This is an optimization exercise on Yosys and OpenROAD, whose aim is small area, not a production implementation. The RTL was checked by simulation tests, not by an equivalence proof against the original design. No activity file was given, so power comes from the tool's default toggle rates.

===== flow/design.v =====
`timescale 1ns / 1ps
module clock_divider(
    clk, rst,
    clk_1ms, clk_1s
    );
    parameter MS_LAST = 3;    
    parameter S_LAST  = 199;  
    reg [27:0] i;
    reg [27:0] j;
    reg tgl_1ms;
    reg tgl_1s;
    input wire clk;
    input wire rst;
    output wire clk_1ms;
    output wire clk_1s;
    assign clk_1ms = (i == MS_LAST) && !tgl_1ms;
    assign clk_1s  = (j == S_LAST) && !tgl_1s;
    always @ (posedge clk)
    begin
        if (rst)
        begin
            i <= 0;
            tgl_1ms <= 1'b0;
        end
        else if (i == MS_LAST) 
        begin
            i <= 0;
            tgl_1ms <= ~tgl_1ms;
        end
        else i <= i+1;
    end
    always @ (posedge clk)
    begin
        if (rst)
        begin
            j <= 0;
            tgl_1s <= 1'b0;
        end
        else if (j == S_LAST) 
        begin
            j <= 0;
            tgl_1s <= ~tgl_1s;
        end
        else j <= j+1;
    end
endmodule
`timescale 1ns / 1ps
module Keypad(clk, rst, clk_1ms, row, col, LED, clk_1s);
    input wire clk;
    input wire rst;
    input wire clk_1ms;
    input wire clk_1s;
    input wire [3:0] row; 
    output reg [3:0] col;
    output reg [3:0] LED;
     always @ (posedge clk)
        if (rst)
            LED <= 4'd0;
        else if (clk_1s)
        begin
            case(col)
                4'b0111:
                begin
                    if(row == 4'b0111) 
                    LED <= 13;
                    else if(row == 4'b1011) 
                    LED <= 12;
                    else if(row == 4'b1101) 
                    LED <= 11;
                    else if(row == 4'b1110) 
                    LED <= 10;
                    else LED <= 0;
                end
                4'b1011:
                begin
                    if(row == 4'b0111) 
                    LED <= 14;
                    else if(row == 4'b1011) 
                    LED <= 9;
                    else if(row == 4'b1101) 
                    LED <= 6;
                    else if(row == 4'b1110) 
                    LED <= 3;
                    else LED <= 0;
                end
                4'b1101:
                begin
                    if(row == 4'b0111) 
                    LED <= 15;
                    else if(row == 4'b1011) 
                    LED <= 8;
                    else if(row == 4'b1101) 
                    LED <= 5;
                    else if(row == 4'b1110) 
                    LED <= 2;
                    else LED <= 0;
                end
                4'b1110:
                begin
                    if(row == 4'b0111) 
                    LED <= 0;
                    else if(row == 4'b1011) 
                    LED <= 7;
                    else if(row == 4'b1101) 
                    LED <= 4;
                    else if(row == 4'b1110) 
                    LED <= 1;
                    else LED <= 0;
                    end
                    default: LED <= 0; 
        endcase
       end
       always @ (posedge clk)
       if (rst)
           col <= 4'b0000;
       else if (clk_1s)
       begin
       case (col)
       4'b0111: col <= 4'b1011;
       4'b1011: col <= 4'b1101;
       4'b1101: col <= 4'b1110;
       4'b1110: col <= 4'b0111;
       default: col <= 4'b0111;   
       endcase
       end
endmodule
`timescale 1ns / 1ps
module NSL(
clk, rst, clk_1ms, LED, dispense, change, led_reset, ps, CurrProd, CurrPrice, money, btn, clk_1s, refnd, E_quantity
    );
 input wire clk;
 input wire rst;
 input wire clk_1ms;    
 input wire clk_1s;
 input wire [3:0] LED;
 output reg dispense;
 output reg [3:0] change;
 output reg led_reset;
 input wire btn;
 input wire refnd;
 reg flag;
 reg flag2;
 output reg [2:0] ps;
 reg [2:0] ns;
 parameter Reset   =  0;
 parameter ProdSel =  1;
 parameter AmtSel  =  2;
 parameter Disp    =  3;
 parameter Chng    =  4;
 parameter Refund  =  5;
 parameter Stock =  6;
 parameter A_price = 06;
 parameter B_price = 05;
 parameter C_price = 09;
 parameter D_price = 04;
 parameter E_price = 11;
 reg [3:0] A_quantity;
 reg [3:0] B_quantity;
 reg [3:0] C_quantity;
 reg [3:0] D_quantity;
 output reg [3:0] E_quantity;
 output reg [3:0] CurrProd;
 output reg [3:0] CurrPrice;
 output reg [3:0] money;  
 wire prod_key = (LED == 4'hA || LED == 4'hB || LED == 4'hC || LED == 4'hD || LED == 4'hE);
 wire [3:0] SelProd = prod_key ? LED : CurrProd;
 always @ (posedge clk)
 if (rst)
    ps <= Reset;
 else if (clk_1ms)
    ps <= ns;
 always @ (posedge clk)
    if (rst)
    begin
        ns <= Reset;
        flag <= 1'b0;
        flag2 <= 1'b0;
        money <= 0;
        change <= 0;
        dispense <= 1'b0;
        led_reset <= 1'b0;
        CurrProd <= 0;
        CurrPrice <= 0;
        A_quantity <= 10;
        B_quantity <= 4;
        C_quantity <= 1;
        D_quantity <= 3;
        E_quantity <= 2;
    end
    else if (clk_1ms)
    begin
    case(ps)
        Reset:  
        begin
            led_reset <= 1'b1;
            if (prod_key)  
            begin
                ns <= ProdSel;
                CurrProd <= LED;
            end
            else 
                begin
                    flag <= 1'b0;
                    flag2 <= 1'b0;
                    money <= 0;
                    change <= 0;
                    dispense <= 1'b0;
                    CurrPrice <= 4'd0; 
                end
        end 
        ProdSel:
        begin
            if (prod_key)  
            begin
                CurrProd <= LED;
                ns <= ProdSel;
            end
            else if (LED == 4'h1 || LED == 4'h2 || LED == 4'h5)  
            begin
                ns <= AmtSel;
                money <= money + LED;
            end
            case (SelProd)
                4'hA:CurrPrice <= A_price;
                4'hB:CurrPrice <= B_price;
                4'hC:CurrPrice <= C_price;
                4'hD:CurrPrice <= D_price;
                4'hE:CurrPrice <= E_price;
                default: CurrPrice <= 0;
            endcase
            case (SelProd)    
                4'hA: if (A_quantity == 4'h0) ns <= Stock;
                4'hB: if (B_quantity == 4'h0) ns <= Stock;
                4'hC: if (C_quantity == 4'h0) ns <= Stock;
                4'hD: if (D_quantity == 4'h0) ns <= Stock;
                4'hE: if (E_quantity == 4'h0) ns <= Stock;
                default : ns <= ProdSel;
            endcase 
        end
        AmtSel: 
        begin
            led_reset <= ~led_reset;
            if (refnd)
                ns <= Refund;
            case (LED)
            4'h1: 
            begin
                money <= money + 1;
            end
            4'h2: 
            begin
                money <= money + 2;
            end
            4'h5: 
            begin
                money <= money + 5;
            end
            default: money <= money;
            endcase
            if (money >= CurrPrice)
            begin
                ns <= Disp;
            end
        end 
        Disp:   
        begin 
            dispense <= 1'b1;  
            if (flag2 == 1'b0)
            begin 
                case(CurrProd)
                4'hA: A_quantity <= A_quantity -1;
                4'hB: B_quantity <= B_quantity -1;
                4'hC: C_quantity <= C_quantity -1;
                4'hD: D_quantity <= D_quantity -1;
                4'hE: E_quantity <= E_quantity -1;
                default: A_quantity <= A_quantity;
                endcase
            end
            flag2 <= 1'b1;
            if (btn)
                ns <= Reset;
            else if (money > CurrPrice)
                ns <= Chng;
            else if (money == CurrPrice)
            begin
                ns <= Disp;
            end
        end 
        Chng:   
        begin
            if (flag == 1'b0)
                change <= (money-CurrPrice); 
            if (btn)
                ns <= Reset;
            else 
            begin
                ns <= Chng;
                flag <= 1'b1;
            end
        end
        Refund: 
        begin
            change <= money;             
            if (btn)
                ns <= Reset;
            else ns <= Refund;
        end
        Stock:
        begin
            if (btn)
                ns <= Reset;
            else ns <= Stock;
        end
        default: 
        begin 
            ns <= Reset;
            led_reset <= 1'b0;
        end
    endcase
    end
endmodule
`timescale 1ns / 1ps
module sevenseg(clk, rst, clk_1ms, ps, anode, dout, LED, led_check, CurrPrice, CurrProd, money);
    input wire clk;
    input wire rst;
    input wire clk_1ms;    
    input wire [2:0] ps;
    input wire [3:0] LED;
    input wire [3:0] CurrProd;
    input wire [3:0] CurrPrice;
    input wire [3:0] money;
    output reg [3:0] anode;
    output reg [6:0] dout;
    output reg led_check;
    parameter Reset   =  0;
    parameter ProdSel =  1;
    parameter AmtSel  =  2;
    parameter Disp    =  3;
    parameter Chng    =  4;
    parameter Refund  =  5;
    parameter Stock =  6;
    function [6:0] prod_disp; 
    input [3:0] CurrProd;
    input [3:0] CurrPrice;
    input [3:0] anode;
    begin
    prod_disp = 7'b1111111;
    if (anode == 4'b1110)
    begin 
    case (CurrProd)
        4'hA : prod_disp = 7'b0001000;   
        4'hB : prod_disp = 7'b0000011;   
        4'hC : prod_disp = 7'b1000110;   
        4'hD : prod_disp = 7'b0100001;   
        4'hE : prod_disp = 7'b0000110;   
      default: prod_disp = 7'b1111111;
     endcase
     end  
   else if (anode == 4'b1101)
    case(CurrPrice)
        4'h0 : prod_disp = 7'b1000000;   
        4'h1 : prod_disp = 7'b1111001;   
        4'h2 : prod_disp = 7'b0100100;   
        4'h3 : prod_disp = 7'b0110000;   
        4'h4 : prod_disp = 7'b0011001;   
        4'h5 : prod_disp = 7'b0010010;   
        4'h6 : prod_disp = 7'b0000010;   
        4'h7 : prod_disp = 7'b1111000;   
        4'h8 : prod_disp = 7'b0000000;   
        4'h9 : prod_disp = 7'b0010000;   
        4'hA : prod_disp = 7'b1000000;   
        4'hB : prod_disp = 7'b1111001;   
        4'hC : prod_disp = 7'b0100100;   
        4'hD : prod_disp = 7'b0110000;   
        4'hE : prod_disp = 7'b0011001;   
        4'hF : prod_disp = 7'b0010010;   
     default : prod_disp = 7'b1111111;
    endcase
    end
    endfunction
    always @ (posedge clk)
    if (rst)
    begin
        led_check <= 1'b0;
        anode <= 4'b1111;
    end
    else if (clk_1ms)
    begin
        led_check <= ~led_check;
        case (anode)
        4'b0111: anode <= 4'b1011;
        4'b1011: anode <= 4'b1101;
        4'b1101: anode <= 4'b1110;
        4'b1110: anode <= 4'b0111;
        default: anode <= 4'b0111;
        endcase
    end
    always @ (posedge clk)
    if (rst)
        dout <= 7'b1111111;
    else if (clk_1ms)
    begin
    case (ps)
        Reset: 
            begin
                if (anode == 4'b1110) 
                    dout  <= 7'b0000011; 
                else if (anode == 4'b0111)
                    dout  <= 7'b1000001; 
                else if (anode == 4'b1011)
                    dout  <= 7'b0010001; 
                else dout <= 7'b1111111; 
            end
        ProdSel:
        begin
            if (anode == 4'b1110) 
            begin   
                 dout <= prod_disp(CurrProd, CurrPrice, anode);
            end
            if (anode ==4'b0111)
            begin
                dout <= 7'b1111111;
            end
            if (anode == 4'b1011)
            begin
                if (CurrPrice < 4'hA)
                    dout <= 7'b1000000;   
                else dout <= 7'b1111001;   
            end
            if (anode == 4'b1101)
            begin
                dout <= prod_disp(CurrProd, CurrPrice, anode);
            end
        end
        AmtSel:
        begin
            if (anode == 4'b1110) 
            begin   
                 dout <= prod_disp(CurrProd, CurrPrice, anode);
            end
            if (anode ==4'b0111)
            begin
                 dout <= 7'b0111111;
            end
            if (anode == 4'b1011)
            begin
                if ((CurrPrice-money) < 4'hA)  
                    dout <= 7'b1000000;   
                else dout <= 7'b1111001;   
            end
            if (anode == 4'b1101)
            begin
                dout <= prod_disp(CurrProd, (CurrPrice-money), anode);  
            end
        end
        Disp:
        begin 
            if (anode == 4'b1110) 
                dout  <= 7'b0100001; 
            else if (anode == 4'b0111)
                dout  <= 7'b1111001; 
            else if (anode == 4'b1011)
                dout  <= 7'b0010010; 
            else dout <= 7'b0001100; 
        end
        Chng:
        begin 
            if (anode == 4'b1110) 
                dout  <= 7'b1000110; 
            else if (anode == 4'b0111)
                dout  <= 7'b0001001; 
            else if (anode == 4'b1011) 
                if ((money-CurrPrice) < 4'hA)  
                    dout <= 7'b1000000;   
                else dout <= 7'b1111001;   
            else dout <= prod_disp(CurrProd, (money-CurrPrice), anode);  
        end
        Refund:
        begin
            if (anode == 4'b1110) 
                dout  <= 7'b0101111; 
            else if (anode == 4'b0111)
                dout  <= 7'b0001110; 
            else if (anode == 4'b1011) 
                if ((money) < 4'hA)  
                    dout <= 7'b1000000;   
                else dout <= 7'b1111001;   
            else dout <= prod_disp(CurrProd, (money), anode);  
        end
        Stock:
        begin
            if (anode == 4'b1110) 
                dout  <= 7'b0101011; 
            else if (anode == 4'b0111)
                dout  <= 7'b0100011; 
            else if (anode == 4'b1011)
                dout  <= 7'b1111111; 
            else  
                begin
                    case (CurrProd)
                        4'hA : dout <= 7'b0001000;   
                        4'hB : dout <= 7'b0000011;   
                        4'hC : dout <= 7'b1000110;   
                        4'hD : dout <= 7'b0100001;   
                        4'hE : dout <= 7'b0000110;   
                      default: dout <= 7'b1111111;
                    endcase
                end
        end
        default: 
        begin
            dout <= 7'b1111111;
        end
    endcase
    end
endmodule
`timescale 1ns / 1ps
module top(
    clk, rst, row, col,
    an, seg, led_reset, led_check, ps, dispense, money, btn, refnd, dp, E_quantity
    );
    input wire clk;
    input wire rst;
    input wire [3:0] row;
    input wire btn;
    input wire refnd;
    output [3:0] an;
    output wire dp;
    output [6:0] seg;
    output led_reset;
    output wire [3:0] col;
    output wire dispense; 
    output wire [2:0] ps;
    output wire led_check;
    output wire [3:0] money; 
    output wire [3:0] E_quantity;
    wire clk_1ms, clk_1s;
    wire [3:0] LED;
    wire [3:0] change;
    wire [2:0] ns;
    wire [6:0] dout;
    wire [3:0] CurrProd;
    wire [3:0] CurrPrice;
    assign dp = 1'b1;
    clock_divider c1 (.clk(clk), .rst(rst), .clk_1ms(clk_1ms), .clk_1s(clk_1s));   
    Keypad k1(.clk(clk), .rst(rst), .clk_1ms(clk_1ms), .row(row), .col(col), .LED(LED), .clk_1s(clk_1s));
    NSL n1(.clk(clk), .rst(rst), .clk_1ms(clk_1s), .LED(LED), .dispense(dispense), .change(change), .led_reset(led_reset), .ps(ps), .CurrProd(CurrProd), .CurrPrice(CurrPrice), .money(money), .btn(btn), .refnd(refnd), .E_quantity(E_quantity)); 
    sevenseg s1(.clk(clk), .rst(rst), .clk_1ms(clk_1ms), .ps(ps), .anode(an), .dout(seg), .LED(LED), .led_check(led_check), .CurrProd(CurrProd), .CurrPrice(CurrPrice), .money(money));
endmodule

===== flow/run.sh =====
#!/bin/bash
# synth_recipe.tcl (not shown) runs the flow's synth.tcl, then flattens the netlist and writes it again
# the make line also repeats each setting of config.mk as NAME=value (left out here)
make -C /OpenROAD-flow-scripts/flow DESIGN_CONFIG=/design/flow/config.mk WORK_HOME=/design/flow/orfs CLKGATE_MAP_FILE= SYNTH_SCRIPT=/design/flow/synth_recipe.tcl finish

===== flow/config.mk =====
export PLATFORM = sky130hd
export DESIGN_NAME = top
export DESIGN_NICKNAME = top
export VERILOG_FILES = /design/flow/design.v
export SDC_FILE = /design/flow/constraint.sdc
export NUM_CORES = 4
export LEC_CHECK = 0
export CAP_MARGIN = 20
export CORE_MARGIN = 2
export CORE_UTILIZATION = 40
export SLEW_MARGIN = 20

===== flow/constraint.sdc =====
create_clock -name core_clock -period 10.0 [get_ports {clk}]
set_input_delay 2.0000 -clock core_clock [delete_from_list [all_inputs] [get_ports {clk}]]
set_output_delay 2.0000 -clock core_clock [all_outputs]
set_load 0.01 [all_outputs]

==> out/results.ini <==
[layout]
drive_gt1_share_pct=5.29
nNetsFinal=1157
antennaDiodeCount=0
post-route-util_pct=45.9
area_delta_synth_final_pct=12.9

[setup_path]
path_cells=clkdlybuf4s50_1
required_ns=8.00
slowest_stage=dfxtp_1
critPathCaptureType=primary output
critPathBufInv=1
worstPathArrival_ns=1.97
critPathMaxStageDelay_ns=0.84
cp_max_fo=21
cp-start-kind=flop
criticalPathCategory=reg -> out
critical-path-top-delay-family=flip-flops

[floorplanning]
core_um2=21000
die_w_um=150
die_area_um2=22600
ios=38
num_rows=53
fp.dieH_um=150
start_util_pct=40.7

[synthesis]
synthTopCellsByCount=154 x nor2_1, 132 x dfxtp_1, 100 x nand2_1, 55 x o21ai_0, 50 x clkbuf_1
ys_warn_count=4
synth_area_um2=8550
ys_ff_latch=132
postSynthCellCount=1101
synth_seq_area_share_pct=30.9
synthArstFlopShare_pct=0
yosysTopAreaCell=dfxtp_1
synth_edf_count=0
synth_flop_cell=dfxtp_1
syn_area_per_cell_um2=7.77
ys_types=78
synthesis.nets=1156
synth.area.top_cells=dfxtp_1 31%, nor2_1 6.8%, ha_1 6.4%, xor2_1 4.6%, nand2_1 4.4%
synthMostInstantiatedCell=nor2_1
synth_top_area_share_pct=30.9

[drt]
vias=7908
drc=0
wl_um=22900
drtIter0Drc=464
viasPerCell=5.69
ant_nets=0
detail_route.first_pass.iterations=6
wl_per_cell_um=16.5

[job]
cap_violations=0

[timing]
worst_clock_skew_ns=0.0107
setup_viol=0
worst_slew_pin_slew_ns=1.02
setup_tns_ns=0
fin_crit_sh_pct=39.7
finalCriticalPeriod_ns=3.97
finalMaxSlewViolations=0
relSlewSlack_pct=31.7
hold_violations=0
fmax_mhz=252
grt_setup_unrepaired=false

[global_routing]
gr-total-overflow=0
grt_pass1_wl_um=37600
grt_max_degree=54
globalRouteTotalUtil_pct=20.9
grt_pass1_vias=7347
use_met1_pct=28.1
use_met2_pct=33.0
antenna_found_initial=0
grt-busiest-layer=met2
grtUsageMet3_pct=4.30

[power_and_ir_drop]
swShare_pct=25.6
intPower_uw=877
clockPowerShare_pct=51.6
cellPowerDensity_nw_per_um2=122
pwr-share-comb_pct=3.2
pwr-share-seq_pct=45.2
switchingPower_uw=302
peakVddDrop_uv=78.0
p_leak_uw=0.00355

[worst_hold_path]
hp-class=reg -> reg

[cts]
clk_latency_ns=0.43
ctsHoldBuffers=0
clockBufferDepth=2
cts_buffers=17
cts_root_buf=clkbuf_16
cts_tree=built
cts_setup_buffers=0
ctsResizeCount=0
h-tree-depth=4
clk_pin_slew_ns=0.06
cts.sinks=132

[placed_design]
port_buffers=36
place_hpwl_um=16400
gp_congestion=0.952

[status]
status=complete, no violations

[logic make-up (layout without fill, tap and decap cells)]
family | after synthesis | count (layout) | share of synthesized area, %
other cells | 1 | 1 | 0.0439
compound gates | 242 | 242 | 18.9
flops | 132 | 132 | 30.9
mux | 22 | 22 | 2.77
xor+xnor | 82 | 82 | 8.40
fa+ha+maj | 47 | 47 | 7.14
buf+inv | 107 | 121 | 4.79
simple gates | 468 | 468 | 27.0
[power groups by stage]
stage                     logic (uW)  clock network (uW)  registers (uW)
after global routing            42.2                 645             534
after detailed placement        37.1                   0             545
after global placement          37.3                   0             545
after floorplan                 26.7                   0             544
final                           38.0                 608             533
after CTS                       37.3                 621             533
[cell type report]
cell class,instances,area (um^2)
Clock buffer,18,439
Clock inverter,14,131
Fill cell,2091,11400
Inverter,47,176
Multi-Input combinational cell,862,5520
Sequential cell,132,2640
Tap cell,275,344
Timing Repair Buffer,42,400
[routing by layer]
| layer | up-vias | wire length, um |
|---|---|---|
| li1 | 3941 | - |
| met1 | 3670 | 10500 |
| met2 | 245 | 10200 |
| met3 | 52 | 1570 |
| met4 | 0 | 631 |
| met5 | - | 0 |
[path summary, 6_finish.rpt]
path	from	cells past startpoint	end	slack [ns]
hold / removal	c1.j[0]	1	c1.j[0]	0.45
setup reg to reg	c1.j[8]	12	flop	6.24
hold reg to reg	c1.j[0]	1	c1.j[0]	0.45
setup / recovery	n1.ps[1]	1	ps[1]	6.03
[per-stage QoR]
| stage | total power (uW) | setup WS (ns) | hold slack (ns) | instances | area [um^2] |
|---|---|---|---|---|---|
| floorplan | 570 | 6.27 | 0.418 | 1101 | 8550 |
| global route | 1220 | 5.94 | 0.471 | 1390 | 9650 |
| finish | 1180 | 6.03 | 0.450 | 1390 | 9650 |
| global placement | 582 | 5.86 | 0.429 | 1358 | 9070 |
| CTS | 1190 | 6.04 | 0.452 | 1390 | 9640 |
| detailed placement | 582 | 5.80 | 0.438 | 1358 | 9070 |
[cell usage in the layout, fill, tap and decap left out, drive strengths merged, types with 5 or more instances in the layout]
| cell | count |
|---|---|
| a211oi | 8 |
| a21boi | 6 |
| a21o | 7 |
| a21oi | 49 |
| a22oi | 5 |
| a31oi | 14 |
| a32o | 5 |
| and2 | 8 |
| and3 | 12 |
| and4b | 5 |
| buf | 7 |
| clkbuf | 18 |
| clkdlybuf4s50 | 35 |
| dfxtp | 132 |
| ha | 44 |
| inv | 56 |
| mux2i | 18 |
| nand2 | 100 |
| nand2b | 6 |
| nand3 | 44 |
| nand3b | 6 |
| nand4 | 17 |
| nand4b | 6 |
| nor2 | 154 |
| nor2b | 14 |
| nor3 | 38 |
| nor3b | 6 |
| nor4 | 14 |
| o2111ai | 6 |
| o211ai | 12 |
| o21a | 6 |
| o21ai | 58 |
| o22ai | 10 |
| o31ai | 6 |
| or2 | 5 |
| or3 | 16 |
| or4 | 5 |
| xnor2 | 37 |
| xor2 | 45 |

-- what the ideal ports hide --
The results above use ideal ports. As a check the final layout listed here was re-extracted and re-timed, cells and wires unchanged. Step 1, drivers: a clkbuf_16 drives clk and a buf_2 each remaining input, both assumed. Step 2 moves the port delays by t, midway between the first and last clock arrival at a register: inputs arrive t later, outputs are due t later. That takes back most of the time a late clock gives input paths. Slacks: ideal / step 1 / step 2; pairs: ideal / step 1.
t (ns): 0.474
setup slack, ns: 6.031 / 5.984 / 5.776
worst setup path at the end: input to register
After both steps this run still meets setup and hold. The setup slack of this run moves by -0.047 ns with the drivers and by -0.255 ns with both steps.
